Background: an optimization exercise with open tools, aiming at small area. Do not read the settings as production practice. Where RTL was checked, it was by simulation tests only, not by an equivalence proof against the original. The RTL of runs 1 and 2 was laid out without a check of its function. No activity file was given, so power comes from the tool's default toggle rates.

==> design/flow/design.v <==
module fir_count (clock, reset, p, fresh);
input clock;
input reset;
output [8:0] p;
output fresh;
reg [8:0] p;
reg       f;
always @(posedge clock) begin
  if (reset == 1'b0) begin
    p <= 9'd0;
    f <= 1'b1;
  end else begin
    p <= p + {8'd0, ~f};
    f <= 1'b0;
  end
end
reg fresh;
always @(posedge clock) begin
  if (reset == 1'b0)
    fresh <= 1'b1;
  else if (p[4])
    fresh <= 1'b0;
end
endmodule
module fir_store (clock, p, fresh, sdout, x);
input clock;
input [8:0] p;
input fresh;
input sdout;
output [6:0] x;
reg [10:0] r0;
wire ins0 = (p == 9'd323);
always @(posedge clock) r0 <= {r0[9:0], fresh ? 1'b0 : (ins0 ? sdout : r0[10])};
reg [10:0] r1;
wire ins1 = (p == 9'd315);
always @(posedge clock) r1 <= {r1[9:0], fresh ? 1'b0 : (ins1 ? sdout : r1[10])};
reg [10:0] r2;
wire ins2 = (p == 9'd307);
always @(posedge clock) r2 <= {r2[9:0], fresh ? 1'b0 : (ins2 ? sdout : r2[10])};
reg [10:0] r3;
wire ins3 = (p == 9'd299);
always @(posedge clock) r3 <= {r3[9:0], fresh ? 1'b0 : (ins3 ? sdout : r3[10])};
reg [10:0] r4;
wire ins4 = (p == 9'd291);
always @(posedge clock) r4 <= {r4[9:0], fresh ? 1'b0 : (ins4 ? sdout : r4[10])};
reg [10:0] r5;
wire ins5 = (p == 9'd283);
always @(posedge clock) r5 <= {r5[9:0], fresh ? 1'b0 : (ins5 ? sdout : r5[10])};
reg [10:0] r6;
wire ins6 = (p == 9'd275);
always @(posedge clock) r6 <= {r6[9:0], fresh ? 1'b0 : (ins6 ? sdout : r6[10])};
assign x = {r6[5], r5[8], r4[0], r3[3], r2[6], r1[9], r0[1]};
endmodule
module fir_sched (p, en, sub, dblm);
input [8:0] p;
output reg en;
output reg sub;
output reg dblm;
always @(*) begin
  en = 1'b0;
  sub = 1'b0;
  dblm = 1'b0;
  case (p)
    9'd128: begin en = 1'b1; end
    9'd129: begin en = 1'b1; end
    9'd134: begin en = 1'b1; end
    9'd135: begin en = 1'b1; end
    9'd143: begin dblm = 1'b1; end
    9'd145: begin en = 1'b1; end
    9'd151: begin en = 1'b1; end
    9'd159: begin dblm = 1'b1; end
    9'd160: begin en = 1'b1; sub = 1'b1; end
    9'd161: begin en = 1'b1; sub = 1'b1; end
    9'd168: begin en = 1'b1; sub = 1'b1; end
    9'd169: begin en = 1'b1; sub = 1'b1; end
    9'd175: begin dblm = 1'b1; end
    9'd177: begin en = 1'b1; sub = 1'b1; end
    9'd180: begin en = 1'b1; sub = 1'b1; end
    9'd182: begin en = 1'b1; sub = 1'b1; end
    9'd185: begin en = 1'b1; sub = 1'b1; end
    9'd191: begin dblm = 1'b1; end
    9'd195: begin en = 1'b1; end
    9'd200: begin en = 1'b1; end
    9'd207: begin dblm = 1'b1; end
    9'd211: begin en = 1'b1; end
    9'd217: begin en = 1'b1; end
    default: ;
  endcase
end
endmodule
module fir_mac (clock, p, fresh, en, sub, dblm, x, sdin);
input clock;
input [8:0] p;
input fresh;
input en;
input sub;
input dblm;
input [6:0] x;
output sdin;
wire txw  = p[8] & (p[7] ? (p[6:3] == 4'd0) : (p[6:3] != 4'd0));
wire dbl  = fresh | dblm | (txw & (p[2:0] == 3'b111));
reg  [15:0] acc;
wire [6:0]  y  = {7{en}} & (x ^ {7{sub}});
wire        sx = en & (x[6] ^ sub);
wire [15:0] bop = {{9{sx}}, y};
wire [16:0] cy;
assign cy[0] = en & sub;
genvar i;
generate
  for (i = 0; i < 16; i = i + 1) begin : add
    assign cy[i+1] = (acc[i] & bop[i]) | (acc[i] & cy[i]) | (bop[i] & cy[i]);
    if (i == 0) begin : lsb
      always @(posedge clock) acc[i] <= dbl ? 1'b0 : acc[i] ^ bop[i] ^ cy[i];
    end else begin : up
      always @(posedge clock) acc[i] <= dbl ? acc[i-1] : acc[i] ^ bop[i] ^ cy[i];
    end
  end
endgenerate
assign sdin = txw & acc[15];
endmodule
module toplevel (reset, clock, mclk, sclk, lrck, sdin, sdout, test_sdout);
input  reset;
input  clock;
input  sdout;
output mclk;
output sclk;
output lrck;
output sdin;
output test_sdout;
wire [8:0] p;
wire       fresh;
wire [6:0] x;
wire       en, sub, dblm;
fir_count u_count (.clock(clock), .reset(reset), .p(p), .fresh(fresh));
fir_store u_store (.clock(clock), .p(p), .fresh(fresh), .sdout(sdout), .x(x));
fir_sched u_sched (.p(p), .en(en), .sub(sub), .dblm(dblm));
fir_mac   u_mac   (.clock(clock), .p(p), .fresh(fresh), .en(en), .sub(sub), .dblm(dblm), .x(x), .sdin(sdin));
assign mclk = p[0];
assign sclk = p[2];
assign lrck = p[8];
assign test_sdout = 1'b0;
endmodule
==> design/flow/flow/run.sh <==
#!/bin/bash
# Standard synthesis, then every combinational cell swapped for the smallest
# cell of its family (the synthesis maps for speed and upsizes freely; the
# resizer upsizes again wherever slew or load needs it), then the standard
# layout steps.
set -euo pipefail
R=orfs/results/${FLOW_PLATFORM}/toplevel/base
LIB=${FLOW_HOME}/platforms/${FLOW_PLATFORM}/lib/sky130_fd_sc_hd__tt_025C_1v80.lib
bash standard.sh synth > synth.log 2>&1
sleep 1
python3 flow/downsize.py "$LIB" "$R/1_2_yosys.v" > downsize.log 2>&1
touch "$R/1_2_yosys.v"
bash standard.sh "CTS_ARGS=-sink_clustering_enable -repair_clock_nets -dont_use_dummy_load" finish > layout.log 2>&1
==> design/flow/flow/downsize.py <==
#!/usr/bin/env python3
"""Swap each combinational cell in a Yosys netlist for the smallest cell of the same
function family (same base name and pins), e.g. mux2_4 -> mux2_1.  Flip-flops are
left alone.  Usage: downsize.py LIB NETLIST"""
import re, sys
lib = open(sys.argv[1]).read()
cells = {}
for m in re.finditer(r'\n\s*cell\s*\(\s*"?(\w+)"?\s*\)\s*\{', lib):
    name = m.group(1)
    body = lib[m.end():m.end() + 200000]
    nxt = re.search(r'\n\s*cell\s*\(', body)
    if nxt:
        body = body[:nxt.start()]
    a = re.search(r'area\s*:\s*([\d.]+)', body)
    pins = tuple(sorted(re.findall(r'\bpin\s*\(\s*"?(\w+)"?\s*\)', body)))
    seq = bool(re.search(r'\b(ff|latch|statetable)\s*\(', body))
    dont = bool(re.search(r'dont_use\s*:\s*true', body))
    cells[name] = (float(a.group(1)) if a else 1e9, pins, seq, dont)
DONT = set("""probe_p_8 probec_p_8""".split())
best = {}
for n, (a, pins, seq, dont) in cells.items():
    m = re.match(r'(sky130_fd_sc_hd__\w+?)_(\d+)$', n)
    if not m or seq or dont or 'lpflow' in n:
        continue
    key = (m.group(1), pins)
    if key not in best or a < cells[best[key]][0]:
        best[key] = n
net = open(sys.argv[2]).read()
count = 0
def sub(m):
    global count
    n = m.group(1)
    if n not in cells:
        return m.group(0)
    a, pins, seq, dont = cells[n]
    b = re.match(r'(sky130_fd_sc_hd__\w+?)_(\d+)$', n)
    if seq or not b:
        return m.group(0)
    t = best.get((b.group(1), pins), n)
    if t != n and cells[t][0] < a:
        count += 1
        return m.group(0).replace(n, t)
    return m.group(0)
net = re.sub(r'^\s*(sky130_fd_sc_hd__\w+)\s', sub, net, flags=re.M)
open(sys.argv[2], 'w').write(net)
print("downsized", count, "cells")
==> design/flow/standard.sh <==
#!/bin/bash
# synth_recipe.tcl (not shown) runs the flow's synth.tcl, then flattens the netlist and writes it again
# the make line also repeats each setting of config.mk as NAME=value (left out here)
make -C /OpenROAD-flow-scripts/flow DESIGN_CONFIG=/design/flow/config.mk WORK_HOME=/design/flow/orfs CLKGATE_MAP_FILE= SYNTH_SCRIPT=/design/flow/synth_recipe.tcl "${@:-finish}"
==> design/flow/config.mk <==
export PLATFORM = sky130hd
export DESIGN_NAME = toplevel
export DESIGN_NICKNAME = toplevel
export VERILOG_FILES = /design/flow/design.v
export SDC_FILE = /design/flow/constraint.sdc
export NUM_CORES = 4
export LEC_CHECK = 0
export CAP_MARGIN = 20
export CORE_MARGIN = 2
export CORE_UTILIZATION = 40
export SLEW_MARGIN = 20
export SYNTH_HIERARCHICAL = 1
export SYNTH_MINIMUM_KEEP_SIZE = 0
==> design/flow/constraint.sdc <==
create_clock -name core_clock -period 10.0 [get_ports {clock}]
set_input_delay 2.0000 -clock core_clock [delete_from_list [all_inputs] [get_ports {clock}]]
set_output_delay 2.0000 -clock core_clock [all_outputs]
set_load 0.01 [all_outputs]
==> impl_metrics.py, run 1 <==
metrics = {
    "layout": {
        "area_growth_pct": 8.42,
        "diodes": 0,
        "fillerInstances": 762,
        "instances_no_fill": 366,
        "layout-drive-gt1-share_pct": 6.90,
        "utilization_pct": 44.4,
        "final_nets": 283,
    },
    "global_routing": {
        "overflow": 0,
        "antenna_found_initial": 0,
        "grt_pass1_vias": 1632,
        "grt_max_degree": 18,
        "grtUsageTotal_pct": 11.7,
        "grt_pass1_wl_um": 7880,
    },
    "worst_setup_path": {
        "worstSetupStartpointType": "flip-flop",
        "cpPeakStageDelay_ns": 0.55,
        "criticalPathCategory": "reg2reg",
        "worstRegToRegCells": 24,
        "crit_family": "adder cells",
        "r2r-end": "u_mac.acc[15]",
        "r2r_slack_ns": 1.76,
        "worst_setup_path_endpoint": "u_mac.acc[15]",
        "crit_buf_inv": 1,
        "path_max_fanout": 12,
        "slowest_stage": "dfxtp_1",
        "end_kind": "flip-flop",
        "arrival_ns": 8.45,
        "required_ns": 10.21,
        "cp_cell_sequence": "and2b_1 > o21ai_0 > a221oi_1 > buf_4 > a221o_1 > and2_1 > fa_1 > fa_1 > fa_1 > fa_1 > fa_1 > fa_1 > fa_1 > fa_1 > fa_1 > fa_1 > fa_1 > fa_1 > fa_1 > fa_1 > fa_1 > xnor2_1 > xnor2_1 > mux2_2",
        "timing.rr.start": "u_count.p[3]",
        "startpoint": "u_count.p[3]",
        "worst_path_most_repeated_cell": "fa_1",
        "crit_cells": 24,
    },
    "timing": {
        "finalHoldViolations": 0,
        "skew_ns": 0.0272,
        "setup_viol": 0,
        "worst_slew_pin_slew_ns": 0.785,
        "grt_setup_unrepaired": "false",
        "max_slew_margin_pct": 47.7,
        "fmax_ghz": 0.121,
        "setup-tns-final_ns": 0,
        "report.final.slew_viol_count": 0,
        "fin_crit_ns": 8.24,
        "period_share_pct": 82.4,
    },
    "pwr": {
        "switching_share_pct": 19.3,
        "pwr-share-seq_pct": 67.6,
        "p_leak_nw": 1.57,
        "power.switching_w": 0.000119,
        "power.density_mw_per_mm2": 170,
        "intPower_w": 0.000499,
        "clkPwrFrac_pct": 31.5,
        "comb_power_share_pct": 1.0,
        "ir_drop_mv": 0.110,
    },
    "drt": {
        "wl_um": 4590,
        "drt_iter0_markers": 47,
        "viasPerCell": 4.55,
        "highest_layer": "met4",
        "wl_met3_um": 136,
        "drcViolationCount": 0,
        "wl_per_cell_um": 12.5,
        "wl_met1_um": 2460,
        "ant_nets": 0,
        "vias": 1665,
        "met2WireLength_um": 1950,
        "first_pass_iters": 4,
    },
    "die": {
        "ioPinCount": 8,
        "die_x_um": 95.4,
        "die_h_um": 95.4,
        "initial_utilization_pct": 40.9,
        "fp-row-count": 33,
        "dieArea_mm2": 0.00911,
        "core_area_mm2": 0.00818,
    },
    "clock_network": {
        "clkLatencyLatePin_ns": 0.35,
        "cts.sinks": 104,
        "clkTransAtPathRegs_ns": 0.09,
        "h-tree-depth": 3,
        "cts_inserted_buffers": 9,
        "cts_setup_buffers": 0,
        "holdBufCountCts": 0,
        "clock_path_buffers": 2,
        "cts_tree": "done",
        "postCtsResizedCells": 0,
        "clock-root-buffer": "clkbuf_8",
    },
    "yosys": {
        "synth_area_mm2": 0.00334,
        "avgSynthCellArea_um2": 13.1,
        "syn_nets": 276,
        "syn_inst": 256,
        "ys_warn_count": 10,
    },
    "job": {
        "drv_cap": 0,
    },
    "hold_path": {
        "whs_path_depth": 0,
        "hp-start": "u_store.r0[4]",
        "hold_path_class": "reg2reg",
    },
    "placed_design": {
        "dp_hpwl_um": 3070,
        "place_congestion": 0.737,
        "port_buffers": 6,
        "place_inst": 357,
    },
    "outcome": {
        "outcome": "complete, no violations",
    },
}
worst min path at each step:
stage / end / slack [ns]
after floorplan: u_store.r0[10] / 0.31
after global placement: u_store.r0[1] / 0.31
after detailed placement: u_store.r5[1] / 0.31
after CTS: u_store.r0[5] / 0.31
after global routing: u_store.r0[5] / 0.32
final: u_store.r0[5] / 0.31
per-layer routing:
layer / up-vias / global-route usage, %
met5: - / 0
met4: 0 / 5.60
met3: 4 / 3.79
met2: 18 / 16.0
met1: 786 / 16.6
li1: 857 / -
placed cells by master, fill, tap and decap left out, types with 2 or more instances in the layout:
master / instances
dfxtp_1: 104
fa_1: 15
xor2_1: 10
and2_1: 10
nor2_1: 9
mux2_1: 9
nand2b_1: 9
clkbuf_8: 9
nand3_1: 8
mux2i_1: 7
o21ai_0: 6
mux2_2: 6
clkdlybuf4s50_1: 6
inv_1: 4
nand2_1: 4
xnor2_1: 4
nand4_1: 4
or3_1: 3
nor4_1: 3
a21oi_1: 2
o31a_1: 2
o21a_1: 2
ha_1: 2
and3_1: 2
nor2b_1: 2
and2b_1: 2
nor4b_1: 2
power by group through the flow:
stage	Combinational [W]	Clock, W	Sequential (W)
6_report	0.00000589	0.000195	0.000418
5_1_grt	0.00000677	0.000217	0.000418
4_1_cts	0.00000601	0.000203	0.000418
3_5_place_dp	0.00000601	0	0.000427
3_3_place_gp	0.00000604	0	0.000427
2_1_floorplan	0.00000330	0	0.000427
sequential cells by signal, indices dropped and copies added, names as in the netlist:
signal / cells
u_count.fresh: 1
u_store.r4: 11
u_mac.acc: 16
u_count.p: 9
u_count.f: 1
u_store.r0: 11
u_store.r3: 11
u_store.r1: 11
u_store.r2: 11
u_store.r6: 11
u_store.r5: 11
through the flow:
| step | hold WS, ns | power [W] | setup slack, ns | cell area (um2) |
|---|---|---|---|---|
| floorplan | 0.310 | 0.000430 | 1.83 | 3340 |
| global route | 0.317 | 0.000642 | 1.38 | 3630 |
| global placement | 0.310 | 0.000434 | 1.80 | 3500 |
| finish | 0.312 | 0.000618 | 1.76 | 3630 |
| detailed placement | 0.312 | 0.000433 | 1.75 | 3500 |
| CTS | 0.309 | 0.000627 | 1.74 | 3630 |
worst register-to-register path: stages, from the launching register on:
cell and delay (ns):
dfxtp_1 0.55, and2b_1 0.23, o21ai_0 0.14, a221oi_1 0.09, buf_4 0.21, a221o_1 0.34, and2_1 0.18, fa_1 0.41
fa_1 0.39, fa_1 0.39, fa_1 0.39, fa_1 0.39, fa_1 0.39, fa_1 0.39, fa_1 0.39, fa_1 0.39
fa_1 0.39, fa_1 0.39, fa_1 0.38, fa_1 0.38, fa_1 0.39, fa_1 0.38, xnor2_1 0.19, xnor2_1 0.08
mux2_2 0.28
layout make-up:
type,count,area (um2),share of cell area [%]
sequential,104,2080,57.4
clock buffer,9,124,3.42
inverter,4,15.0,0.414
multi-input combinational,137,1210,33.3
tap,105,131,3.62
timing repair buffer,7,67.6,1.86
==> run 2, diff against run 1 <==
==> design/flow/design.v (replaced) <==
module toplevel (reset, clock, mclk, sclk, lrck, sdin, sdout, test_sdout);
input  reset;
input  clock;
input  sdout;
output mclk;
output sclk;
output lrck;
output sdin;
output test_sdout;
reg [8:0] p;
reg       f;
always @(posedge clock) begin
  if (reset == 1'b0) begin
    p <= 9'd0;
    f <= 1'b1;
  end else begin
    p <= p + {8'd0, ~f};
    f <= 1'b0;
  end
end
assign mclk = p[0];
assign sclk = p[2];
assign lrck = p[8];
assign test_sdout = 1'b0;
reg fresh;
always @(posedge clock) begin
  if (reset == 1'b0)
    fresh <= 1'b1;
  else if (p[5])
    fresh <= 1'b0;
end
reg [10:0] r0;
wire ins0 = (p == 9'd323);
always @(posedge clock) r0 <= {r0[9:0], fresh ? 1'b0 : (ins0 ? sdout : r0[10])};
reg [10:0] r1;
wire ins1 = (p == 9'd315);
always @(posedge clock) r1 <= {r1[9:0], fresh ? 1'b0 : (ins1 ? sdout : r1[10])};
reg [10:0] r2;
wire ins2 = (p == 9'd307);
always @(posedge clock) r2 <= {r2[9:0], fresh ? 1'b0 : (ins2 ? sdout : r2[10])};
reg [10:0] r3;
wire ins3 = (p == 9'd299);
always @(posedge clock) r3 <= {r3[9:0], fresh ? 1'b0 : (ins3 ? sdout : r3[10])};
reg [10:0] r4;
wire ins4 = (p == 9'd291);
always @(posedge clock) r4 <= {r4[9:0], fresh ? 1'b0 : (ins4 ? sdout : r4[10])};
reg [10:0] r5;
wire ins5 = (p == 9'd283);
always @(posedge clock) r5 <= {r5[9:0], fresh ? 1'b0 : (ins5 ? sdout : r5[10])};
reg [10:0] r6;
wire ins6 = (p == 9'd275);
always @(posedge clock) r6 <= {r6[9:0], fresh ? 1'b0 : (ins6 ? sdout : r6[10])};
wire [6:0] x = {r6[5], r5[8], r4[0], r3[3], r2[6], r1[9], r0[1]};
wire xp = r6[6];
reg en, sub, dblm;
always @(*) begin
  en = 1'b0;
  sub = 1'b0;
  dblm = 1'b0;
  case (p[8:1])
    8'd34: begin en = 1'b1; end
    8'd37: begin en = 1'b1; end
    8'd40: begin en = 1'b1; end
    8'd42: begin en = 1'b1; end
    8'd47: begin dblm = 1'b1; end
    8'd48: begin en = 1'b1; end
    8'd56: begin en = 1'b1; end
    8'd63: begin dblm = 1'b1; end
    8'd64: begin en = 1'b1; sub = 1'b1; end
    8'd68: begin en = 1'b1; sub = 1'b1; end
    8'd69: begin en = 1'b1; sub = 1'b1; end
    8'd73: begin en = 1'b1; sub = 1'b1; end
    8'd79: begin dblm = 1'b1; end
    8'd80: begin en = 1'b1; sub = 1'b1; end
    8'd83: begin en = 1'b1; sub = 1'b1; end
    8'd87: begin en = 1'b1; sub = 1'b1; end
    8'd90: begin en = 1'b1; sub = 1'b1; end
    8'd95: begin dblm = 1'b1; end
    8'd100: begin en = 1'b1; end
    8'd103: begin en = 1'b1; end
    8'd111: begin dblm = 1'b1; end
    8'd114: begin en = 1'b1; end
    8'd122: begin en = 1'b1; end
    default: ;
  endcase
end
wire txw = p[8] & (p[7] ? (p[6:3] == 4'd0) : (p[6:3] != 4'd0));
wire dbl = fresh | dblm | (txw & (p[2:1] == 2'b11));
wire hi = p[0];
reg  [7:0] r_lo;
reg  [7:0] r_hi;
reg        cr;
wire [6:0] y   = {7{en}} & (x ^ {7{sub}});
wire       sxl = en & (x[6] ^ sub);
wire       sxh = en & (xp ^ sub);
wire [7:0] bop = hi ? {8{sxh}} : {sxl, y};
wire [8:0] cy;
assign cy[0] = hi ? cr : (en & sub);
genvar i;
generate
  for (i = 0; i < 8; i = i + 1) begin : add
    assign cy[i+1] = (r_lo[i] & bop[i]) | (r_lo[i] & cy[i]) | (bop[i] & cy[i]);
    if (i == 0) begin : lsb
      always @(posedge clock) r_hi[i] <= dbl ? (hi & cr) : r_lo[i] ^ bop[i] ^ cy[i];
    end else begin : up
      always @(posedge clock) r_hi[i] <= dbl ? r_lo[i-1] : r_lo[i] ^ bop[i] ^ cy[i];
    end
  end
endgenerate
always @(posedge clock) begin
  r_lo <= r_hi;
  cr   <= dbl ? r_lo[7] : cy[8];
end
assign sdin = txw & (hi ? r_lo[7] : r_hi[7]);
endmodule
--- a/design/flow/config.mk
+++ b/design/flow/config.mk
@@ -9,5 +9,3 @@
 export CORE_MARGIN = 2
 export CORE_UTILIZATION = 40
 export SLEW_MARGIN = 20
-export SYNTH_HIERARCHICAL = 1
-export SYNTH_MINIMUM_KEEP_SIZE = 0
==> run 2 against run 1 <==
Effect of this change: power up 2.8%; first-iteration DRC count increased to 3.5 times the previous value; clock power is 3% higher; worst hold slack worse by 0.0066 ns; critical endpoint is now cr; routed wire length grew 29%; synthesized cell count rose by 19%; critical path type unchanged; largest cell class unchanged; sequential share of layout area decreased by 1.2 points; cell count is 11% higher; global-route usage is 1.7 points higher; setup slack improved by 2.5 ns; area after synthesis up 4.2%; sequential power rose by 1%.
==> impl_metrics.py, run 2 <==
metrics = {
    "outcome": {
        "outcome": "complete, no violations",
    },
    "drt": {
        "drt_iter0_markers": 166,
        "ant_nets": 0,
        "first_pass_iters": 4,
        "vias": 2130,
        "viasPerCell": 5.22,
        "wl_um": 5910,
        "wl_met1_um": 3050,
        "wl_met3_um": 205,
        "met2WireLength_um": 2570,
        "drcViolationCount": 0,
        "highest_layer": "met4",
        "wl_per_cell_um": 14.5,
    },
    "layout": {
        "area_growth_pct": 7.33,
        "register_area_mm2": 0.00210,
        "layout_commonest_cell": "dfxtp_1",
        "multi_input_area_mm2": 0.00126,
        "final_nets": 315,
        "mostFrequentLayoutCells": "dfxtp_1, nor3_1, mux2i_1, nor2_1, nand2_1",
        "layout-drive-gt1-share_pct": 4.67,
        "diodes": 0,
        "fillerInstances": 818,
    },
    "placed_design": {
        "dp_hpwl_um": 3800,
        "place_congestion": 0.830,
        "port_buffers": 6,
    },
    "clock_network": {
        "postCtsResizedCells": 0,
        "clkLatencyLatePin_ns": 0.37,
        "holdBufCountCts": 0,
        "cts.sinks": 105,
        "clock_path_buffers": 2,
        "clock-root-buffer": "clkbuf_8",
        "clkTransAtPathRegs_ns": 0.11,
        "cts_setup_buffers": 0,
        "cts_inserted_buffers": 9,
        "h-tree-depth": 3,
        "cts_tree": "done",
    },
    "worst_setup_path": {
        "worstSetupStartpointType": "flip-flop",
        "criticalPathCategory": "reg2reg",
        "path_max_fanout": 20,
        "required_ns": 10.27,
        "end_kind": "flip-flop",
        "worstRegToRegCells": 15,
        "arrival_ns": 6.00,
    },
    "timing": {
        "skew_ns": 0.0385,
        "fmax_ghz": 0.174,
        "period_share_pct": 57.3,
        "worst_slew_pin_slew_ns": 0.951,
        "grt_setup_unrepaired": "false",
        "fin_crit_ns": 5.73,
        "setup-tns-final_ns": 0,
        "max_slew_margin_pct": 36.1,
        "setup_viol": 0,
        "finalHoldViolations": 0,
        "report.final.slew_viol_count": 0,
    },
    "die": {
        "die_h_um": 97.3,
        "ioPinCount": 8,
        "dieArea_mm2": 0.00947,
        "core_area_mm2": 0.00859,
        "die_x_um": 97.3,
        "initial_utilization_pct": 40.5,
        "fp-row-count": 34,
    },
    "hold_path": {
        "whs_path_depth": 0,
        "hold_path_class": "reg2reg",
    },
    "global_routing": {
        "antenna_found_initial": 0,
        "grt_pass1_wl_um": 10100,
        "grt_pass1_vias": 2035,
        "overflow": 0,
        "grtUsageTotal_pct": 13.4,
        "grt_max_degree": 23,
    },
    "pwr": {
        "power.density_mw_per_mm2": 170,
        "p_leak_nw": 1.31,
        "ir_drop_mv": 0.107,
        "total_power_w": 0.000636,
    },
    "job": {
        "drv_cap": 0,
    },
    "yosys": {
        "ys_warn_count": 1,
        "avgSynthCellArea_um2": 11.4,
        "syn_nets": 318,
        "syn_inst": 305,
        "synth_area_mm2": 0.00348,
    },
}
==> run 2: final cells by class <==
type	count	share of cell area [%]
Multi-Input combinational cell	167	33.8
Inverter	12	1.20
Tap cell	108	3.61
Timing Repair Buffer	7	1.81
Clock buffer	9	3.31
Sequential cell	105	56.2
==> run 2: path summary, 6_finish.rpt <==
| path | from | endpoint | slack (ns) |
|---|---|---|---|
| setup reg to reg | p[3] | cr | 4.27 |
| hold reg to reg | r5[4] | r5[5] | 0.31 |
| hold / removal | r5[4] | r5[5] | 0.31 |
| setup / recovery | p[3] | cr | 4.27 |
==> run 2: where the power goes <==
group / total (W) / internal, W / switching, W
combinational: 0.0000106 / 0.00000567 / 0.00000494
sequential: 0.000424 / 0.000420 / 0.00000439
clock: 0.000201 / 0.0000811 / 0.000120
total: 0.000636 / 0.000507 / 0.000129
==> run 2: per-layer routing <==
layer  GRT usage (%)  vias up
met1            19.3     1029
met4            4.49        0
met5               0        -
met3            3.96        6
met2            19.5       35
li1                -     1060
==> run 2: critical path, stage by stage (launching register included) <==
cell	delay, ns
dfxtp_1	0.71
nor4bb_1	0.34
a311oi_1	0.08
o41ai_2	0.60
a32oi_1	0.16
fa_1	0.46
fa_1	0.41
fa_1	0.40
fa_1	0.39
fa_1	0.39
fa_1	0.40
fa_1	0.37
inv_1	0.07
fa_1	0.17
or4b_2	0.59
nand3_1	0.08
==> run 2: per-stage QoR <==
step,utilization [%],hold WS (ns),instances,area [um2],setup slack (ns)
final,43.5,0.306,408,3740,4.27
after global routing,43.5,0.303,408,3740,3.90
after CTS,43.4,0.306,408,3730,3.87
after detailed placement,42.0,0.312,399,3610,3.95
after global placement,42.0,0.310,399,3610,4.13
after floorplan,-,0.310,305,3480,4.51
==> run 3, diff against run 2 <==
--- a/design/flow/design.v
+++ b/design/flow/design.v
@@ -1,12 +1,8 @@
-module toplevel (reset, clock, mclk, sclk, lrck, sdin, sdout, test_sdout);
-input  reset;
-input  clock;
-input  sdout;
-output mclk;
-output sclk;
-output lrck;
-output sdin;
-output test_sdout;
+module fir_count (clock, reset, p, fresh);
+input clock;
+input reset;
+output [8:0] p;
+output fresh;
 reg [8:0] p;
 reg       f;
 always @(posedge clock) begin
@@ -18,10 +14,6 @@
     f <= 1'b0;
   end
 end
-assign mclk = p[0];
-assign sclk = p[2];
-assign lrck = p[8];
-assign test_sdout = 1'b0;
 reg fresh;
 always @(posedge clock) begin
   if (reset == 1'b0)
@@ -29,6 +21,14 @@
   else if (p[5])
     fresh <= 1'b0;
 end
+endmodule
+module fir_store (clock, p, fresh, sdout, x, xp);
+input clock;
+input [8:0] p;
+input fresh;
+input sdout;
+output [6:0] x;
+output xp;
 reg [10:0] r0;
 wire ins0 = (p == 9'd323);
 always @(posedge clock) r0 <= {r0[9:0], fresh ? 1'b0 : (ins0 ? sdout : r0[10])};
@@ -50,9 +50,14 @@
 reg [10:0] r6;
 wire ins6 = (p == 9'd275);
 always @(posedge clock) r6 <= {r6[9:0], fresh ? 1'b0 : (ins6 ? sdout : r6[10])};
-wire [6:0] x = {r6[5], r5[8], r4[0], r3[3], r2[6], r1[9], r0[1]};
-wire xp = r6[6];
-reg en, sub, dblm;
+assign x = {r6[5], r5[8], r4[0], r3[3], r2[6], r1[9], r0[1]};
+assign xp = r6[6];
+endmodule
+module fir_sched (p, en, sub, dblm);
+input [8:0] p;
+output reg en;
+output reg sub;
+output reg dblm;
 always @(*) begin
   en = 1'b0;
   sub = 1'b0;
@@ -84,6 +89,17 @@
     default: ;
   endcase
 end
+endmodule
+module fir_mac (clock, p, fresh, en, sub, dblm, x, xp, sdin);
+input clock;
+input [8:0] p;
+input fresh;
+input en;
+input sub;
+input dblm;
+input [6:0] x;
+input xp;
+output sdin;
 wire txw = p[8] & (p[7] ? (p[6:3] == 4'd0) : (p[6:3] != 4'd0));
 wire dbl = fresh | dblm | (txw & (p[2:1] == 2'b11));
 wire hi = p[0];
@@ -113,3 +129,26 @@
 end
 assign sdin = txw & (hi ? r_lo[7] : r_hi[7]);
 endmodule
+module toplevel (reset, clock, mclk, sclk, lrck, sdin, sdout, test_sdout);
+input  reset;
+input  clock;
+input  sdout;
+output mclk;
+output sclk;
+output lrck;
+output sdin;
+output test_sdout;
+wire [8:0] p;
+wire       fresh;
+wire [6:0] x;
+wire       xp;
+wire       en, sub, dblm;
+fir_count u_count (.clock(clock), .reset(reset), .p(p), .fresh(fresh));
+fir_store u_store (.clock(clock), .p(p), .fresh(fresh), .sdout(sdout), .x(x), .xp(xp));
+fir_sched u_sched (.p(p), .en(en), .sub(sub), .dblm(dblm));
+fir_mac   u_mac   (.clock(clock), .p(p), .fresh(fresh), .en(en), .sub(sub), .dblm(dblm), .x(x), .xp(xp), .sdin(sdin));
+assign mclk = p[0];
+assign sclk = p[2];
+assign lrck = p[8];
+assign test_sdout = 1'b0;
+endmodule
--- a/design/flow/config.mk
+++ b/design/flow/config.mk
@@ -9,3 +9,5 @@
 export CORE_MARGIN = 2
 export CORE_UTILIZATION = 40
 export SLEW_MARGIN = 20
+export SYNTH_HIERARCHICAL = 1
+export SYNTH_MINIMUM_KEEP_SIZE = 0
==> run 3 against run 2 <==
Effect of this change: clock power about the same; maximum frequency fell by 3.4%; sequential share of layout area up 4.2 points; design area is 6.9% lower; largest power group unchanged; critical path type unchanged; setup slack lost 0.20 ns; register-to-register slack got worse by 0.20 ns; die area is 7.4% lower.
==> impl_metrics.py, run 3 <==
metrics = {
    "worst_setup_path": {
        "startpoint": "u_count.p[4]",
        "required_ns": 10.24,
        "path_max_fanout": 16,
        "arrival_ns": 6.17,
        "criticalPathCategory": "reg2reg",
        "worstSetupStartpointType": "flip-flop",
        "end_kind": "flip-flop",
        "cpPeakStageDelay_ns": 0.75,
        "worst_path_most_repeated_cell": "fa_1",
        "slowest_stage": "a31oi_1",
        "cp_cell_sequence": "nor4b_1 > o21ai_0 > a31oi_1 > a211o_1 > a31oi_1 > fa_1 > fa_1 > fa_1 > fa_1 > fa_1 > fa_1 > fa_1 > inv_1 > fa_1 > mux2_1",
        "timing.rr.start": "u_count.p[4]",
    },
    "job": {
        "drv_cap": 0,
    },
    "hold_path": {
        "hp-start": "u_store.r4[1]",
        "hold_path_class": "reg2reg",
    },
    "timing": {
        "worst_slew_pin_slew_ns": 1.02,
        "fmax_ghz": 0.169,
        "setup-tns-final_ns": 0,
        "fin_crit_ns": 5.93,
        "period_share_pct": 59.3,
        "setup_viol": 0,
        "grt_setup_unrepaired": "false",
        "skew_ns": 0.0426,
        "report.final.slew_viol_count": 0,
        "max_slew_margin_pct": 32.0,
        "finalHoldViolations": 0,
    },
    "pwr": {
        "power.density_mw_per_mm2": 181,
        "p_leak_nw": 1.27,
        "ir_drop_mv": 0.0933,
        "total_power_w": 0.000631,
    },
    "drt": {
        "drt_iter0_markers": 68,
        "wl_um": 4660,
        "drcViolationCount": 0,
        "ant_nets": 0,
        "first_pass_iters": 4,
        "vias": 1657,
        "wl_per_cell_um": 12.4,
        "viasPerCell": 4.43,
    },
    "layout": {
        "layout_commonest_cell": "dfxtp_1",
        "area_growth_pct": 8.29,
        "mostFrequentLayoutCells": "dfxtp_1, mux2i_1, nand2_1, a21oi_1, nor2_1",
        "diodes": 0,
        "fillerInstances": 748,
        "final_nets": 287,
        "layout-drive-gt1-share_pct": 4.04,
    },
    "die": {
        "initial_utilization_pct": 41.4,
        "die_x_um": 93.6,
        "die_h_um": 93.6,
        "core_area_mm2": 0.00777,
        "dieArea_mm2": 0.00877,
        "ioPinCount": 8,
        "fp-row-count": 32,
    },
    "yosys": {
        "avgSynthCellArea_um2": 11.9,
        "synth_area_mm2": 0.00321,
        "syn_inst": 270,
        "syn_nets": 283,
        "ys_warn_count": 10,
    },
    "global_routing": {
        "grt_pass1_wl_um": 7970,
        "overflow": 0,
        "grtUsageTotal_pct": 12.5,
        "grt_pass1_vias": 1633,
        "grt_max_degree": 22,
        "antenna_found_initial": 0,
    },
    "placed_design": {
        "port_buffers": 6,
        "place_congestion": 0.796,
        "dp_hpwl_um": 3040,
    },
    "clock_network": {
        "clkLatencyLatePin_ns": 0.37,
        "cts.sinks": 105,
        "h-tree-depth": 3,
        "cts_inserted_buffers": 9,
        "cts_tree": "done",
        "clkTransAtPathRegs_ns": 0.09,
        "holdBufCountCts": 0,
        "clock_path_buffers": 2,
        "postCtsResizedCells": 0,
        "clock-root-buffer": "clkbuf_8",
        "cts_setup_buffers": 0,
    },
    "outcome": {
        "outcome": "complete, no violations",
    },
}
-- run 3: final cells by class --
class,count,area [um2],share of cell area (%)
Timing Repair Buffer,7,67.6,1.94
Multi-Input combinational cell,138,1010,29.0
Inverter,13,48.8,1.40
Tap cell,102,128,3.67
Clock buffer,9,124,3.56
Sequential cell,105,2100,60.4
-- run 3: per-stage QoR --
step / area, um2 / setup WS, ns / hold slack (ns) / utilization [%] / std cells
6_report: 3480 / 4.07 / 0.298 / 44.8 / 374
5_1_grt: 3480 / 3.67 / 0.304 / 44.8 / 374
4_1_cts: 3480 / 4.05 / 0.293 / 44.8 / 374
3_5_place_dp: 3360 / 4.09 / 0.312 / 43.2 / 365
3_3_place_gp: 3360 / 4.29 / 0.310 / 43.2 / 365
2_1_floorplan: 3210 / 4.69 / 0.310 / - / 270
-- run 3: final timing paths --
path | to | slack [ns] | depth (start not counted)
min | u_store.r4[2] | 0.30 | 0
max reg2reg | u_mac.r_hi[7] | 4.07 | 15
min reg2reg | u_store.r4[2] | 0.30 | 0
max | u_mac.r_hi[7] | 4.07 | 15
-- run 3: report_power, final --
part             total, W  internal [W]  switching (W)
combinational  0.00000855    0.00000413     0.00000441
sequential       0.000424      0.000420     0.00000320
clock            0.000199     0.0000809       0.000118
-- run 3: layer usage --
layer  global-route usage [%]  part of all wire (%)
met1                     15.9                    51
met2                     17.8                    43
met3                     5.48                   3.2
met4                     6.52                   2.5
met5                        0                     0
-- run 3: critical path: cells and delay by family (launching register included) --
kind,cells,cell delay [ns]
buf+inv,1,0.07
simple gates,1,0.31
compound gates,4,1.37
mux,1,0.30
fa+ha+maj,8,3.15
flops,1,0.64
==> run 4, diff against run 3 <==
--- a/design/flow/design.v
+++ b/design/flow/design.v
@@ -5,22 +5,18 @@
 output fresh;
 reg [8:0] p;
 reg       f;
-always @(posedge clock) begin
-  if (reset == 1'b0) begin
-    p <= 9'd0;
-    f <= 1'b1;
-  end else begin
-    p <= p + {8'd0, ~f};
-    f <= 1'b0;
+wire [9:0] pc;
+assign pc[0] = ~f;
+genvar j;
+generate
+  for (j = 0; j < 9; j = j + 1) begin : inc
+    assign pc[j+1] = pc[j] & p[j];
+    always @(posedge clock) p[j] <= reset & (p[j] ^ pc[j]);
   end
-end
+endgenerate
+always @(posedge clock) f <= ~reset;
 reg fresh;
-always @(posedge clock) begin
-  if (reset == 1'b0)
-    fresh <= 1'b1;
-  else if (p[5])
-    fresh <= 1'b0;
-end
+always @(posedge clock) fresh <= ~reset | (fresh & ~p[5]);
 endmodule
 module fir_store (clock, p, fresh, sdout, x, xp);
 input clock;
@@ -50,42 +46,43 @@
 reg [10:0] r6;
 wire ins6 = (p == 9'd275);
 always @(posedge clock) r6 <= {r6[9:0], fresh ? 1'b0 : (ins6 ? sdout : r6[10])};
-assign x = {r6[5], r5[8], r4[0], r3[3], r2[6], r1[9], r0[1]};
-assign xp = r6[6];
+assign x = {r6[2], r5[5], r4[8], r3[0], r2[3], r1[6], r0[9]};
+assign xp = r6[3];
 endmodule
 module fir_sched (p, en, sub, dblm);
 input [8:0] p;
-output reg en;
-output reg sub;
-output reg dblm;
+output en;
+output sub;
+output dblm;
+reg en, sub, dblm;
 always @(*) begin
   en = 1'b0;
   sub = 1'b0;
   dblm = 1'b0;
   case (p[8:1])
-    8'd34: begin en = 1'b1; end
-    8'd37: begin en = 1'b1; end
-    8'd40: begin en = 1'b1; end
-    8'd42: begin en = 1'b1; end
+    8'd33: begin en = 1'b1; end
+    8'd35: begin en = 1'b1; end
+    8'd38: begin en = 1'b1; end
+    8'd41: begin en = 1'b1; end
     8'd47: begin dblm = 1'b1; end
-    8'd48: begin en = 1'b1; end
-    8'd56: begin en = 1'b1; end
+    8'd49: begin en = 1'b1; end
+    8'd52: begin en = 1'b1; end
     8'd63: begin dblm = 1'b1; end
-    8'd64: begin en = 1'b1; sub = 1'b1; end
+    8'd66: begin en = 1'b1; sub = 1'b1; end
     8'd68: begin en = 1'b1; sub = 1'b1; end
-    8'd69: begin en = 1'b1; sub = 1'b1; end
+    8'd72: begin en = 1'b1; sub = 1'b1; end
     8'd73: begin en = 1'b1; sub = 1'b1; end
     8'd79: begin dblm = 1'b1; end
     8'd80: begin en = 1'b1; sub = 1'b1; end
     8'd83: begin en = 1'b1; sub = 1'b1; end
+    8'd84: begin en = 1'b1; sub = 1'b1; end
     8'd87: begin en = 1'b1; sub = 1'b1; end
-    8'd90: begin en = 1'b1; sub = 1'b1; end
     8'd95: begin dblm = 1'b1; end
-    8'd100: begin en = 1'b1; end
-    8'd103: begin en = 1'b1; end
+    8'd96: begin en = 1'b1; end
+    8'd104: begin en = 1'b1; end
     8'd111: begin dblm = 1'b1; end
-    8'd114: begin en = 1'b1; end
-    8'd122: begin en = 1'b1; end
+    8'd115: begin en = 1'b1; end
+    8'd118: begin en = 1'b1; end
     default: ;
   endcase
 end
==> run 4 against run 3 <==
Effect of this change: die area is 0.81% lower; sequential power hardly changed; worst hold slack better by 0.011 ns; synthesized cell count is 6.7% lower; sequential share of layout area is 0.35 points higher; utilization hardly changed; combinational power is 9.7% lower; area after synthesis is 0.86% lower; routed wire length is 8.9% lower; non-clock buffer count stayed put; first-iteration DRC count is 15% lower; critical path type unchanged; largest power group unchanged.
==> impl_metrics.py, run 4 <==
metrics = {
    "worst_setup_path": {
        "path_max_fanout": 12,
        "cp_cell_sequence": "or4b_1 > o31ai_1 > o21a_1 > nand3b_1 > a31oi_1 > fa_1 > fa_1 > fa_1 > fa_1 > fa_1 > fa_1 > fa_1 > inv_1 > fa_1 > mux2_1",
        "worst_path_most_repeated_cell": "fa_1",
        "arrival_ns": 5.77,
        "end_kind": "flip-flop",
        "required_ns": 10.22,
        "worstRegToRegCells": 15,
        "slowest_stage": "dfxtp_1",
        "criticalPathCategory": "reg2reg",
        "cpPeakStageDelay_ns": 0.53,
        "worstSetupStartpointType": "flip-flop",
    },
    "clock_network": {
        "cts_inserted_buffers": 9,
        "cts.sinks": 105,
        "clkTransAtPathRegs_ns": 0.09,
        "clock_path_buffers": 2,
        "postCtsResizedCells": 0,
        "h-tree-depth": 3,
        "cts_setup_buffers": 0,
        "clock-root-buffer": "clkbuf_8",
        "cts_tree": "done",
        "holdBufCountCts": 0,
        "clkLatencyLatePin_ns": 0.35,
    },
    "die": {
        "die_x_um": 93.3,
        "ioPinCount": 8,
        "core_area_mm2": 0.00773,
        "die_h_um": 93.3,
        "initial_utilization_pct": 41.2,
        "dieArea_mm2": 0.00870,
        "fp-row-count": 32,
    },
    "placed_design": {
        "dp_hpwl_um": 2880,
        "place_congestion": 0.856,
        "port_buffers": 6,
    },
    "pwr": {
        "p_leak_nw": 1.33,
        "ir_drop_mv": 0.107,
        "power.density_mw_per_mm2": 180,
        "total_power_w": 0.000624,
    },
    "timing": {
        "report.final.slew_viol_count": 0,
        "setup_viol": 0,
        "skew_ns": 0.0258,
        "finalHoldViolations": 0,
        "period_share_pct": 55.5,
        "fmax_ghz": 0.180,
        "grt_setup_unrepaired": "false",
        "fin_crit_ns": 5.55,
        "setup-tns-final_ns": 0,
    },
    "hold_path": {
        "whs_path_depth": 0,
        "hold_path_class": "reg2reg",
    },
    "drt": {
        "wl_per_cell_um": 11.9,
        "first_pass_iters": 4,
        "viasPerCell": 4.40,
        "wl_um": 4240,
        "drt_iter0_markers": 58,
        "drcViolationCount": 0,
        "vias": 1574,
        "ant_nets": 0,
    },
    "yosys": {
        "avgSynthCellArea_um2": 12.6,
        "syn_inst": 252,
        "synth_area_mm2": 0.00319,
        "ys_warn_count": 10,
        "syn_nets": 271,
    },
    "job": {
        "drv_cap": 0,
    },
    "layout": {
        "fillerInstances": 695,
        "multi_input_area_um2": 995,
        "area_growth_pct": 8.60,
        "mostFrequentLayoutCells": "dfxtp_1, mux2i_1, nand2_1, inv_1, xnor2_1",
        "layout_commonest_cell": "dfxtp_1",
        "register_area_mm2": 0.00210,
        "utilization_pct": 44.8,
        "layout-drive-gt1-share_pct": 5.08,
        "final_nets": 277,
        "diodes": 0,
    },
    "global_routing": {
        "antenna_found_initial": 0,
        "overflow": 0,
        "grtUsageTotal_pct": 11.5,
        "grt_pass1_wl_um": 7320,
        "grt_pass1_vias": 1510,
        "grt_max_degree": 19,
    },
    "outcome": {
        "outcome": "complete, no violations",
    },
}
## run 4: cell count changes in the layout (fill, tap and decap cells not counted), sizes merged, moves of 3 or more
cell,previous run,this run
nor2,13,7
or3,4,1
o21ai,8,1
and2,5,11
nand4,6,2
ha,2,8
a21oi,13,8
nand3,9,4
## run 4: area by class of cell
type | instances | area share (%)
Sequential cell | 105 | 60.7
Inverter | 12 | 1.30
Clock buffer | 9 | 3.58
Tap cell | 102 | 3.69
Timing Repair Buffer | 7 | 1.95
Multi-Input combinational cell | 123 | 28.7
## run 4: worst paths after layout
path                                      end  slack (ns)          start
worst max-delay path            u_mac.r_hi[7]        4.45   u_count.p[4]
worst min-delay path            u_store.r2[6]        0.31  u_store.r2[5]
worst max register to register  u_mac.r_hi[7]        4.45   u_count.p[4]
worst min register to register  u_store.r2[6]        0.31  u_store.r2[5]
## run 4: routing by layer
metal,GRT usage [%],up-vias,part of all wire [%]
li1,-,822,-
met1,15.1,729,51
met2,16.2,18,44
met3,4.83,5,3.1
met4,5.88,0,1.8
met5,0,-,0
## run 4: per-stage QoR
step	area, um2	hold WS (ns)	instances	worst slack, ns
global route	3460	0.319	358	4.16
detailed placement	3340	0.312	349	4.48
global placement	3340	0.310	349	4.58
CTS	3460	0.312	358	4.43
finish	3460	0.308	358	4.45
floorplan	3190	0.310	252	4.77
## run 4: critical path: cells and delay by family, from the launching register on
family | cells | cell delay, ns
adder cells (fa/ha/maj) | 8 | 3.13
AND/OR/NAND/NOR | 2 | 0.79
AO/OA/AOI/OAI | 3 | 0.62
flip-flops | 1 | 0.53
multiplexers | 1 | 0.29
buffers and inverters | 1 | 0.07
## run 4: power by group
| part | switching (W) | total (W) | internal, W |
|---|---|---|---|
| combinational | 0.00000372 | 0.00000772 | 0.00000400 |
| sequential | 0.00000273 | 0.000423 | 0.000420 |
| clock | 0.000113 | 0.000194 | 0.0000809 |
| total | 0.000119 | 0.000624 | 0.000505 |
==> run 5, diff against run 4 <==
--- a/design/flow/design.v
+++ b/design/flow/design.v
@@ -27,25 +27,25 @@
 output xp;
 reg [10:0] r0;
 wire ins0 = (p == 9'd323);
-always @(posedge clock) r0 <= {r0[9:0], fresh ? 1'b0 : (ins0 ? sdout : r0[10])};
+always @(posedge clock) r0 <= {r0[9:0], fresh ? 1'b1 : (ins0 ? ~sdout : r0[10])};
 reg [10:0] r1;
 wire ins1 = (p == 9'd315);
-always @(posedge clock) r1 <= {r1[9:0], fresh ? 1'b0 : (ins1 ? sdout : r1[10])};
+always @(posedge clock) r1 <= {r1[9:0], fresh ? 1'b1 : (ins1 ? ~sdout : r1[10])};
 reg [10:0] r2;
 wire ins2 = (p == 9'd307);
-always @(posedge clock) r2 <= {r2[9:0], fresh ? 1'b0 : (ins2 ? sdout : r2[10])};
+always @(posedge clock) r2 <= {r2[9:0], fresh ? 1'b1 : (ins2 ? ~sdout : r2[10])};
 reg [10:0] r3;
 wire ins3 = (p == 9'd299);
-always @(posedge clock) r3 <= {r3[9:0], fresh ? 1'b0 : (ins3 ? sdout : r3[10])};
+always @(posedge clock) r3 <= {r3[9:0], fresh ? 1'b1 : (ins3 ? ~sdout : r3[10])};
 reg [10:0] r4;
 wire ins4 = (p == 9'd291);
-always @(posedge clock) r4 <= {r4[9:0], fresh ? 1'b0 : (ins4 ? sdout : r4[10])};
+always @(posedge clock) r4 <= {r4[9:0], fresh ? 1'b1 : (ins4 ? ~sdout : r4[10])};
 reg [10:0] r5;
 wire ins5 = (p == 9'd283);
-always @(posedge clock) r5 <= {r5[9:0], fresh ? 1'b0 : (ins5 ? sdout : r5[10])};
+always @(posedge clock) r5 <= {r5[9:0], fresh ? 1'b1 : (ins5 ? ~sdout : r5[10])};
 reg [10:0] r6;
 wire ins6 = (p == 9'd275);
-always @(posedge clock) r6 <= {r6[9:0], fresh ? 1'b0 : (ins6 ? sdout : r6[10])};
+always @(posedge clock) r6 <= {r6[9:0], fresh ? 1'b1 : (ins6 ? ~sdout : r6[10])};
 assign x = {r6[2], r5[5], r4[8], r3[0], r2[3], r1[6], r0[9]};
 assign xp = r6[3];
 endmodule
@@ -100,31 +100,31 @@
 wire txw = p[8] & (p[7] ? (p[6:3] == 4'd0) : (p[6:3] != 4'd0));
 wire dbl = fresh | dblm | (txw & (p[2:1] == 2'b11));
 wire hi = p[0];
-reg  [7:0] r_lo;
-reg  [7:0] r_hi;
+reg  [7:0] n_lo;
+reg  [7:0] n_hi;
 reg        cr;
-wire [6:0] y   = {7{en}} & (x ^ {7{sub}});
-wire       sxl = en & (x[6] ^ sub);
-wire       sxh = en & (xp ^ sub);
-wire [7:0] bop = hi ? {8{sxh}} : {sxl, y};
-wire [8:0] cy;
-assign cy[0] = hi ? cr : (en & sub);
+wire [6:0] y   = {7{en}} & (~x ^ {7{sub}});
+wire       sxl = en & (~x[6] ^ sub);
+wire       sxh = en & (~xp ^ sub);
+wire [7:0] nb  = ~(hi ? {8{sxh}} : {sxl, y});
+wire [8:0] nc;
+assign nc[0] = ~(hi ? cr : (en & sub));
 genvar i;
 generate
   for (i = 0; i < 8; i = i + 1) begin : add
-    assign cy[i+1] = (r_lo[i] & bop[i]) | (r_lo[i] & cy[i]) | (bop[i] & cy[i]);
+    assign nc[i+1] = (n_lo[i] & nb[i]) | (n_lo[i] & nc[i]) | (nb[i] & nc[i]);
     if (i == 0) begin : lsb
-      always @(posedge clock) r_hi[i] <= dbl ? (hi & cr) : r_lo[i] ^ bop[i] ^ cy[i];
+      always @(posedge clock) n_hi[i] <= dbl ? ~(hi & cr) : n_lo[i] ^ nb[i] ^ nc[i];
     end else begin : up
-      always @(posedge clock) r_hi[i] <= dbl ? r_lo[i-1] : r_lo[i] ^ bop[i] ^ cy[i];
+      always @(posedge clock) n_hi[i] <= dbl ? n_lo[i-1] : n_lo[i] ^ nb[i] ^ nc[i];
     end
   end
 endgenerate
 always @(posedge clock) begin
-  r_lo <= r_hi;
-  cr   <= dbl ? r_lo[7] : cy[8];
+  n_lo <= n_hi;
+  cr   <= dbl ? ~n_lo[7] : ~nc[8];
 end
-assign sdin = txw & (hi ? r_lo[7] : r_hi[7]);
+assign sdin = txw & ~(hi ? n_lo[7] : n_hi[7]);
 endmodule
 module toplevel (reset, clock, mclk, sclk, lrck, sdin, sdout, test_sdout);
 input  reset;
==> run 5 against run 4 <==
Effect of this change: sequential power barely moved; flip-flop and latch count unchanged; first-iteration DRC count is 24% higher; sequential share of layout area is 0.98 points higher; setup slack got worse by 0.010 ns; critical path depth fell by 1; worst hold slack gained 0.0042 ns; routed wire length increased by 0.26%; clock skew shrank 0.011 ns; largest power group unchanged.
==> impl_metrics.py, run 5 <==
metrics = {
    "yosys": {
        "syn_inst": 240,
        "avgSynthCellArea_um2": 13.1,
        "ys_warn_count": 10,
        "synth_area_mm2": 0.00314,
        "syn_nets": 259,
    },
    "outcome": {
        "outcome": "complete, no violations",
    },
    "global_routing": {
        "grtUsageTotal_pct": 11.4,
        "grt_pass1_wl_um": 7420,
        "grt_max_degree": 20,
        "overflow": 0,
        "antenna_found_initial": 0,
        "grt_pass1_vias": 1545,
    },
    "timing": {
        "max_slew_margin_pct": 62.9,
        "report.final.slew_viol_count": 0,
        "grt_setup_unrepaired": "false",
        "setup_viol": 0,
        "period_share_pct": 55.6,
        "worst_slew_pin_slew_ns": 0.556,
        "fin_crit_ns": 5.56,
        "skew_ns": 0.0146,
        "fmax_ghz": 0.180,
        "finalHoldViolations": 0,
        "setup_ws_ns": 4.44,
        "setup-tns-final_ns": 0,
    },
    "worst_setup_path": {
        "r2r-end": "u_mac.n_hi[7]",
        "arrival_ns": 5.79,
        "worstSetupStartpointType": "flip-flop",
        "crit_buf_inv": 0,
        "worst_setup_path_endpoint": "u_mac.n_hi[7]",
        "r2r_slack_ns": 4.44,
        "timing.rr.start": "u_count.p[5]",
        "worst_path_most_repeated_cell": "fa_1",
        "end_kind": "flip-flop",
        "path_max_fanout": 19,
        "required_ns": 10.22,
        "crit_cells": 14,
        "startpoint": "u_count.p[5]",
        "slowest_stage": "or4b_1",
        "cp_cell_sequence": "or4b_1 > o31ai_1 > o21a_1 > nand3b_1 > a31oi_1 > fa_1 > fa_1 > fa_1 > fa_1 > fa_1 > fa_1 > fa_1 > fa_1 > mux2_2",
        "crit_family": "adder cells",
        "cpPeakStageDelay_ns": 0.58,
        "worstRegToRegCells": 14,
        "criticalPathCategory": "reg2reg",
    },
    "layout": {
        "mostFrequentLayoutCells": "dfxtp_1, nor2_1, nand2_1, clkbuf_8",
        "layout-drive-gt1-share_pct": 8.64,
        "instances_no_fill": 345,
        "fillerInstances": 695,
        "final_nets": 264,
        "finalInstanceArea_mm2": 0.00341,
        "diodes": 0,
        "area_growth_pct": 8.62,
        "layout_commonest_cell": "dfxtp_1",
    },
    "hold_path": {
        "hp-start": "u_store.r6[4]",
        "hold_path_class": "reg2reg",
    },
    "clock_network": {
        "clock-root-buffer": "clkbuf_8",
        "cts.sinks": 105,
        "clock_path_buffers": 2,
        "h-tree-depth": 3,
        "clkTransAtPathRegs_ns": 0.09,
        "cts_inserted_buffers": 9,
        "cts_tree": "done",
        "cts_setup_buffers": 0,
        "holdBufCountCts": 0,
        "postCtsResizedCells": 0,
        "clkLatencyLatePin_ns": 0.34,
    },
    "pwr": {
        "power.density_mw_per_mm2": 185,
        "p_leak_nw": 1.34,
        "ir_drop_mv": 0.107,
    },
    "die": {
        "die_h_um": 92.5,
        "initial_utilization_pct": 41.0,
        "die_x_um": 92.5,
        "dieArea_mm2": 0.00856,
        "fp-row-count": 32,
        "core_area_mm2": 0.00765,
        "ioPinCount": 8,
    },
    "drt": {
        "viasPerCell": 4.47,
        "wl_um": 4250,
        "ant_nets": 0,
        "wl_per_cell_um": 12.3,
        "vias": 1543,
        "first_pass_iters": 4,
        "drcViolationCount": 0,
        "drt_iter0_markers": 72,
    },
    "job": {
        "drv_cap": 0,
    },
    "placed_design": {
        "postPlaceCellArea_mm2": 0.00328,
        "place_inst": 336,
        "port_buffers": 6,
        "pre_cts_ws_ns": 4.48,
        "place_congestion": 0.815,
        "dp_hpwl_um": 2890,
    },
}
-- run 5: cell types whose count changed in the layout (fill, tap and decap cells not counted), sizes merged, moves of 2 or more --
cell    change
nand2b      -8
inv         -7
mux2i       -7
xnor2       -7
xor2        +7
mux2        +5
nand3       -4
nor2        +4
a311oi      +2
a41oi       +2
nand2       -2
-- run 5: metal layers --
layer | track usage [%] | part of all wire (%) | vias up
li1 | - | - | 798
met1 | 15.6 | 52 | 718
met2 | 16.1 | 43 | 17
met3 | 3.91 | 2.7 | 10
met4 | 5.35 | 2.3 | 0
met5 | 0 | 0 | -
-- run 5: how the worst min path moves through the flow --
stage	depth (start not counted)	slack, ns	endpoint
after floorplan	0	0.31	u_mac.n_lo[0]
after global placement	0	0.31	u_store.r5[3]
after detailed placement	0	0.31	u_store.r0[3]
after CTS	0	0.31	u_store.r6[2]
after global routing	0	0.31	u_store.r6[2]
final	0	0.31	u_store.r6[5]
-- run 5: layout make-up --
cell class | count | area [um2] | share of cell area [%]
Timing Repair Buffer | 7 | 67.6 | 1.98
Sequential cell | 105 | 2100 | 61.7
Multi-Input combinational cell | 117 | 966 | 28.4
Tap cell | 102 | 128 | 3.75
Inverter | 5 | 18.8 | 0.551
Clock buffer | 9 | 124 | 3.64
-- run 5: report_power, final --
group	switching, W	leakage, nW	total (W)	internal [W]
logic	0.00000625	0.424	0.0000123	0.00000609
registers	0.00000292	0.851	0.000423	0.000420
clock network	0.000114	0.0647	0.000195	0.0000810
-- run 5: metrics by stage --
step / total power (W) / hold slack (ns) / util [%]
3_3_place_gp: 0.000445 / 0.310 / 42.9
6_report: 0.000630 / 0.313 / 44.5
3_5_place_dp: 0.000446 / 0.312 / 42.9
4_1_cts: 0.000640 / 0.315 / 44.5
2_1_floorplan: 0.000441 / 0.310 / -
5_1_grt: 0.000660 / 0.313 / 44.5
-- run 5: worst register-to-register path: stages (launching register included) --
cell and delay [ns]:
dfxtp_1 0.49, or4b_1 0.58, o31ai_1 0.09, o21a_1 0.40, nand3b_1 0.31, a31oi_1 0.16, fa_1 0.41, fa_1 0.40
fa_1 0.39, fa_1 0.39, fa_1 0.38, fa_1 0.38, fa_1 0.39, fa_1 0.43, mux2_2 0.26
==> run 6, diff against run 5 <==
--- a/design/flow/flow/run.sh
+++ b/design/flow/flow/run.sh
@@ -10,4 +10,4 @@
 sleep 1
 python3 flow/downsize.py "$LIB" "$R/1_2_yosys.v" > downsize.log 2>&1
 touch "$R/1_2_yosys.v"
-bash standard.sh "CTS_ARGS=-sink_clustering_enable -repair_clock_nets -dont_use_dummy_load" finish > layout.log 2>&1
+bash standard.sh "CTS_ARGS=-sink_clustering_enable -repair_clock_nets -dont_use_dummy_load" "BUFFER_PORTS_ARGS=-buffer_cell sky130_fd_sc_hd__buf_1" finish > layout.log 2>&1
==> run 6 against run 5 <==
Effect of this change: clock skew grew 0.019 ns; worst hold slack lost 0.011 ns; first-iteration DRC count grew 4.2%; synthesized cell count is the same; sequential power is essentially flat; critical endpoint unchanged.
==> impl_metrics.py, run 6 <==
metrics = {
    "outcome": {
        "outcome": "complete, no violations",
    },
    "clock_network": {
        "postCtsResizedCells": 0,
        "cts.sinks": 105,
        "clkTransAtPathRegs_ns": 0.11,
        "clock_path_buffers": 2,
        "clock-root-buffer": "clkbuf_8",
        "cts_tree": "done",
        "cts_inserted_buffers": 9,
        "h-tree-depth": 3,
        "holdBufCountCts": 0,
        "clkLatencyLatePin_ns": 0.37,
        "cts_setup_buffers": 0,
    },
    "drt": {
        "ant_nets": 0,
        "drt_iter0_markers": 75,
        "first_pass_iters": 4,
        "drcViolationCount": 0,
        "wl_per_cell_um": 12.4,
        "vias": 1552,
        "viasPerCell": 4.50,
        "wl_um": 4280,
    },
    "die": {
        "die_x_um": 92.5,
        "ioPinCount": 8,
        "initial_utilization_pct": 41.0,
        "fp-row-count": 32,
        "dieArea_mm2": 0.00856,
        "core_area_mm2": 0.00765,
        "die_h_um": 92.5,
    },
    "worst_setup_path": {
        "end_kind": "flip-flop",
        "required_ns": 10.23,
        "worstSetupStartpointType": "flip-flop",
        "cpPeakStageDelay_ns": 0.57,
        "crit_buf_inv": 0,
        "arrival_ns": 5.80,
        "cp_cell_sequence": "or4b_1 > o31ai_1 > o21a_1 > nand3b_1 > a31oi_1 > fa_1 > fa_1 > fa_1 > fa_1 > fa_1 > fa_1 > fa_1 > fa_1 > mux2_2",
        "worst_path_most_repeated_cell": "fa_1",
        "slowest_stage": "or4b_1",
        "criticalPathCategory": "reg2reg",
        "crit_family": "adder cells",
        "path_max_fanout": 19,
    },
    "layout": {
        "diodes": 0,
        "final_nets": 264,
        "layout-drive-gt1-share_pct": 8.64,
        "area_growth_pct": 7.42,
        "mostFrequentLayoutCells": "dfxtp_1, nor2_1, nand2_1, clkbuf_8",
        "layout_commonest_cell": "dfxtp_1",
        "utilization_pct": 44.0,
    },
    "timing": {
        "finalHoldViolations": 0,
        "period_share_pct": 55.8,
        "fmax_ghz": 0.179,
        "skew_ns": 0.0336,
        "grt_setup_unrepaired": "false",
        "report.final.slew_viol_count": 0,
        "setup-tns-final_ns": 0,
        "setup_ws_ns": 4.42,
        "worst_slew_pin_slew_ns": 0.572,
        "setup_viol": 0,
        "max_slew_margin_pct": 61.8,
        "fin_crit_ns": 5.58,
    },
    "global_routing": {
        "use_met3_pct": 4.15,
        "grt_use_met1_pct": 14.5,
        "grt_max_degree": 21,
        "antenna_found_initial": 0,
        "grt_pass1_wl_um": 7130,
        "grt_use_met2_pct": 16.4,
        "top_usage_layer": "met2",
        "grtUsageTotal_pct": 11.2,
        "grt_pass1_vias": 1480,
        "overflow": 0,
    },
    "pwr": {
        "power.density_mw_per_mm2": 188,
        "ir_drop_mv": 0.135,
        "p_leak_nw": 1.32,
    },
    "placed_design": {
        "pre_cts_ws_ns": 4.47,
        "dp_hpwl_um": 2850,
        "port_buffers": 6,
        "place_congestion": 0.821,
    },
    "yosys": {
        "ys_warn_count": 10,
        "synth_area_mm2": 0.00314,
        "avgSynthCellArea_um2": 13.1,
        "syn_inst": 240,
        "syn_nets": 259,
    },
    "job": {
        "drv_cap": 0,
    },
    "hold_path": {
        "hold_path_class": "reg2reg",
    },
}
[run 6: area by class of cell]
cell class	count	area [um2]
inverters	5	18.8
multi-input cells	117	966
repair buffers	7	30.0
flip-flops and latches	105	2100
clock buffers	9	124
well taps	102	128
fillers	695	4280
[run 6: through the flow]
stage / total power, W / hold WS [ns] / instances / area (um2)
after floorplan: 0.000441 / 0.310 / 240 / 3140
after global placement: 0.000444 / 0.309 / 336 / 3240
after detailed placement: 0.000445 / 0.312 / 336 / 3240
after CTS: 0.000641 / 0.301 / 345 / 3370
after global routing: 0.000657 / 0.299 / 345 / 3370
final: 0.000632 / 0.301 / 345 / 3370
[run 6: routing by layer]
metal  up-vias  wire length (um)  share of wire, %
met3        12               127               3.0
met5         -                 0                 0
met4         0               120               2.8
li1        797                 -                 -
met1       726              2120                50
met2        17              1910                45
[run 6: final timing paths]
check / startpoint / end / slack (ns) / cells past startpoint
worst min register to register: u_store.r5[0] / u_store.r5[1] / 0.30 / 0
worst max-delay path: u_count.p[5] / u_mac.n_hi[7] / 4.42 / 14
worst min-delay path: u_store.r5[0] / u_store.r5[1] / 0.30 / 0
worst max register to register: u_count.p[5] / u_mac.n_hi[7] / 4.42 / 14
[run 6: report_power, final]
| part | total [W] | internal (W) | switching (W) | leakage [nW] |
|---|---|---|---|---|
| Sequential | 0.000423 | 0.000420 | 0.00000287 | 0.851 |
| Clock | 0.000198 | 0.0000810 | 0.000117 | 0.0647 |
| Combinational | 0.0000113 | 0.00000495 | 0.00000634 | 0.409 |
==> run 7, diff against run 6 <==
--- a/design/flow/flow/run.sh
+++ b/design/flow/flow/run.sh
@@ -10,4 +10,4 @@
 sleep 1
 python3 flow/downsize.py "$LIB" "$R/1_2_yosys.v" > downsize.log 2>&1
 touch "$R/1_2_yosys.v"
-bash standard.sh "CTS_ARGS=-sink_clustering_enable -repair_clock_nets -dont_use_dummy_load" "BUFFER_PORTS_ARGS=-buffer_cell sky130_fd_sc_hd__buf_1" finish > layout.log 2>&1
+bash standard.sh "CTS_ARGS=-sink_clustering_enable -sink_clustering_size 10 -sink_clustering_max_diameter 40 -sink_clustering_buffer sky130_fd_sc_hd__clkbuf_4 -buf_list sky130_fd_sc_hd__clkbuf_8 -repair_clock_nets -dont_use_dummy_load" "BUFFER_PORTS_ARGS=-buffer_cell sky130_fd_sc_hd__buf_1" finish > layout.log 2>&1
==> run 7 against run 6 <==
Effect of this change: flip-flop and latch count is the same; register-to-register slack hardly changed; power unchanged; synthesized cell count unchanged; area after synthesis is the same; clock-buffer cell count unchanged; sequential power is essentially flat; setup slack stayed put; maximum frequency did not move; die area unchanged; global-route usage did not move; non-clock buffer count unchanged.
==> impl_metrics.py, run 7 <==
metrics = {
    "global_routing": {
        "antenna_found_initial": 0,
        "overflow": 0,
        "top_usage_layer": "met2",
        "grtUsageTotal_pct": 11.2,
        "grt_pass1_vias": 1480,
        "grt_max_degree": 21,
        "grt_use_met2_pct": 16.4,
        "grt_pass1_wl_um": 7130,
        "grt_use_met1_pct": 14.5,
    },
    "worst_setup_path": {
        "required_ns": 10.23,
        "worst_path_most_repeated_cell": "fa_1",
        "cpPeakStageDelay_ns": 0.57,
        "cp_cell_sequence": "or4b_1 > o31ai_1 > o21a_1 > nand3b_1 > a31oi_1 > fa_1 > fa_1 > fa_1 > fa_1 > fa_1 > fa_1 > fa_1 > fa_1 > mux2_2",
        "r2r_slack_ns": 4.42,
        "r2r-end": "u_mac.n_hi[7]",
        "criticalPathCategory": "reg2reg",
        "path_max_fanout": 19,
        "timing.rr.start": "u_count.p[5]",
        "worstSetupStartpointType": "flip-flop",
        "arrival_ns": 5.80,
        "end_kind": "flip-flop",
        "crit_buf_inv": 0,
    },
    "hold_path": {
        "hp-start": "u_store.r5[0]",
        "whs_path_depth": 0,
        "hold_path_class": "reg2reg",
    },
    "clock_network": {
        "cts_inserted_buffers": 9,
        "clkLatencyLatePin_ns": 0.37,
        "cts.sinks": 105,
        "postCtsResizedCells": 0,
        "clkTransAtPathRegs_ns": 0.11,
        "h-tree-depth": 3,
        "clock_path_buffers": 2,
        "clock-root-buffer": "clkbuf_8",
        "cts_tree": "done",
        "holdBufCountCts": 0,
    },
    "die": {
        "ioPinCount": 8,
        "die_h_um": 92.5,
        "dieArea_mm2": 0.00856,
        "core_area_mm2": 0.00765,
        "die_x_um": 92.5,
        "fp-row-count": 32,
    },
    "drt": {
        "vias": 1552,
        "first_pass_iters": 4,
        "wl_per_cell_um": 12.4,
        "drt_iter0_markers": 75,
        "ant_nets": 0,
    },
    "timing": {
        "setup-tns-final_ns": 0,
        "grt_setup_unrepaired": "false",
        "worst_slew_pin_slew_ns": 0.572,
        "fin_crit_ns": 5.58,
        "setup_viol": 0,
        "report.final.slew_viol_count": 0,
        "fmax_ghz": 0.179,
        "skew_ns": 0.0336,
        "period_share_pct": 55.8,
        "max_slew_margin_pct": 61.8,
    },
    "outcome": {
        "outcome": "complete, no violations",
    },
    "yosys": {
        "avgSynthCellArea_um2": 13.1,
        "ys_warn_count": 10,
        "syn_nets": 259,
        "synth_area_mm2": 0.00314,
        "syn_inst": 240,
    },
    "pwr": {
        "power.density_mw_per_mm2": 188,
        "ir_drop_mv": 0.135,
    },
    "layout": {
        "final_nets": 264,
        "layout_commonest_cell": "dfxtp_1",
        "area_growth_pct": 7.42,
        "mostFrequentLayoutCells": "dfxtp_1, nor2_1, nand2_1, clkbuf_8",
    },
    "job": {
        "drv_cap": 0,
    },
    "placed_design": {
        "port_buffers": 6,
        "dp_hpwl_um": 2850,
    },
}
[run 7: how the worst max path moves through the flow]
stage / startpoint / to / slack [ns] / cells past startpoint
2_1_floorplan: u_count.p[2] / u_mac.n_hi[7] / 4.81 / 15
3_3_place_gp: u_count.p[5] / u_mac.n_hi[7] / 4.61 / 14
3_5_place_dp: u_count.p[5] / u_mac.n_hi[7] / 4.47 / 14
4_1_cts: u_count.p[5] / u_mac.n_hi[7] / 4.44 / 14
5_1_grt: u_count.p[5] / u_mac.n_hi[7] / 4.19 / 14
6_report: u_count.p[5] / u_mac.n_hi[7] / 4.42 / 14
[run 7: power breakdown]
part           internal (W)  leakage (nW)  switching, W
Clock             0.0000810        0.0647      0.000117
Sequential         0.000420         0.851    0.00000287
Combinational    0.00000495         0.409    0.00000634
[run 7: worst register-to-register path, delay by kind of cell, from the launching register on]
| kind | cells | cell delay (ns) |
|---|---|---|
| DFF | 1 | 0.50 |
| and+or+nand+nor | 2 | 0.88 |
| adders and majority gates | 8 | 3.18 |
| muxes | 1 | 0.27 |
| AOI/OAI and AO/OA | 3 | 0.63 |
[run 7: layout make-up]
cell class,count,area (um2)
fillers,695,4280
flip-flops and latches,105,2100
multi-input cells,117,966
well taps,102,128
clock buffers,9,124
repair buffers,7,30.0
inverters,5,18.8
[run 7: through the flow]
step           utilization (%)  setup slack [ns]  cell area, um2  total power [W]  std cells
3_5_place_dp              42.4              4.47            3240         0.000445        336
4_1_cts                   44.0              4.44            3370         0.000641        345
5_1_grt                   44.0              4.19            3370         0.000657        345
6_report                  44.0              4.42            3370         0.000632        345
3_3_place_gp              42.4              4.61            3240         0.000444        336
2_1_floorplan                -              4.81            3140         0.000441        240
[run 7: routing by layer]
metal  vias up  wire length [um]
li1        797                 -
met1       726              2120
met2        17              1910
met3        12               127
met4         0               120
met5         -                 0

Re-timed with assumed drivers on the ports (clkbuf_16 on the clock, buf_2 on other inputs), run 7 has 4.425 ns of setup slack against 4.425 ns with ideal ports, and 4.425 ns once port delays also move by the mid clock arrival of 0.378 ns.
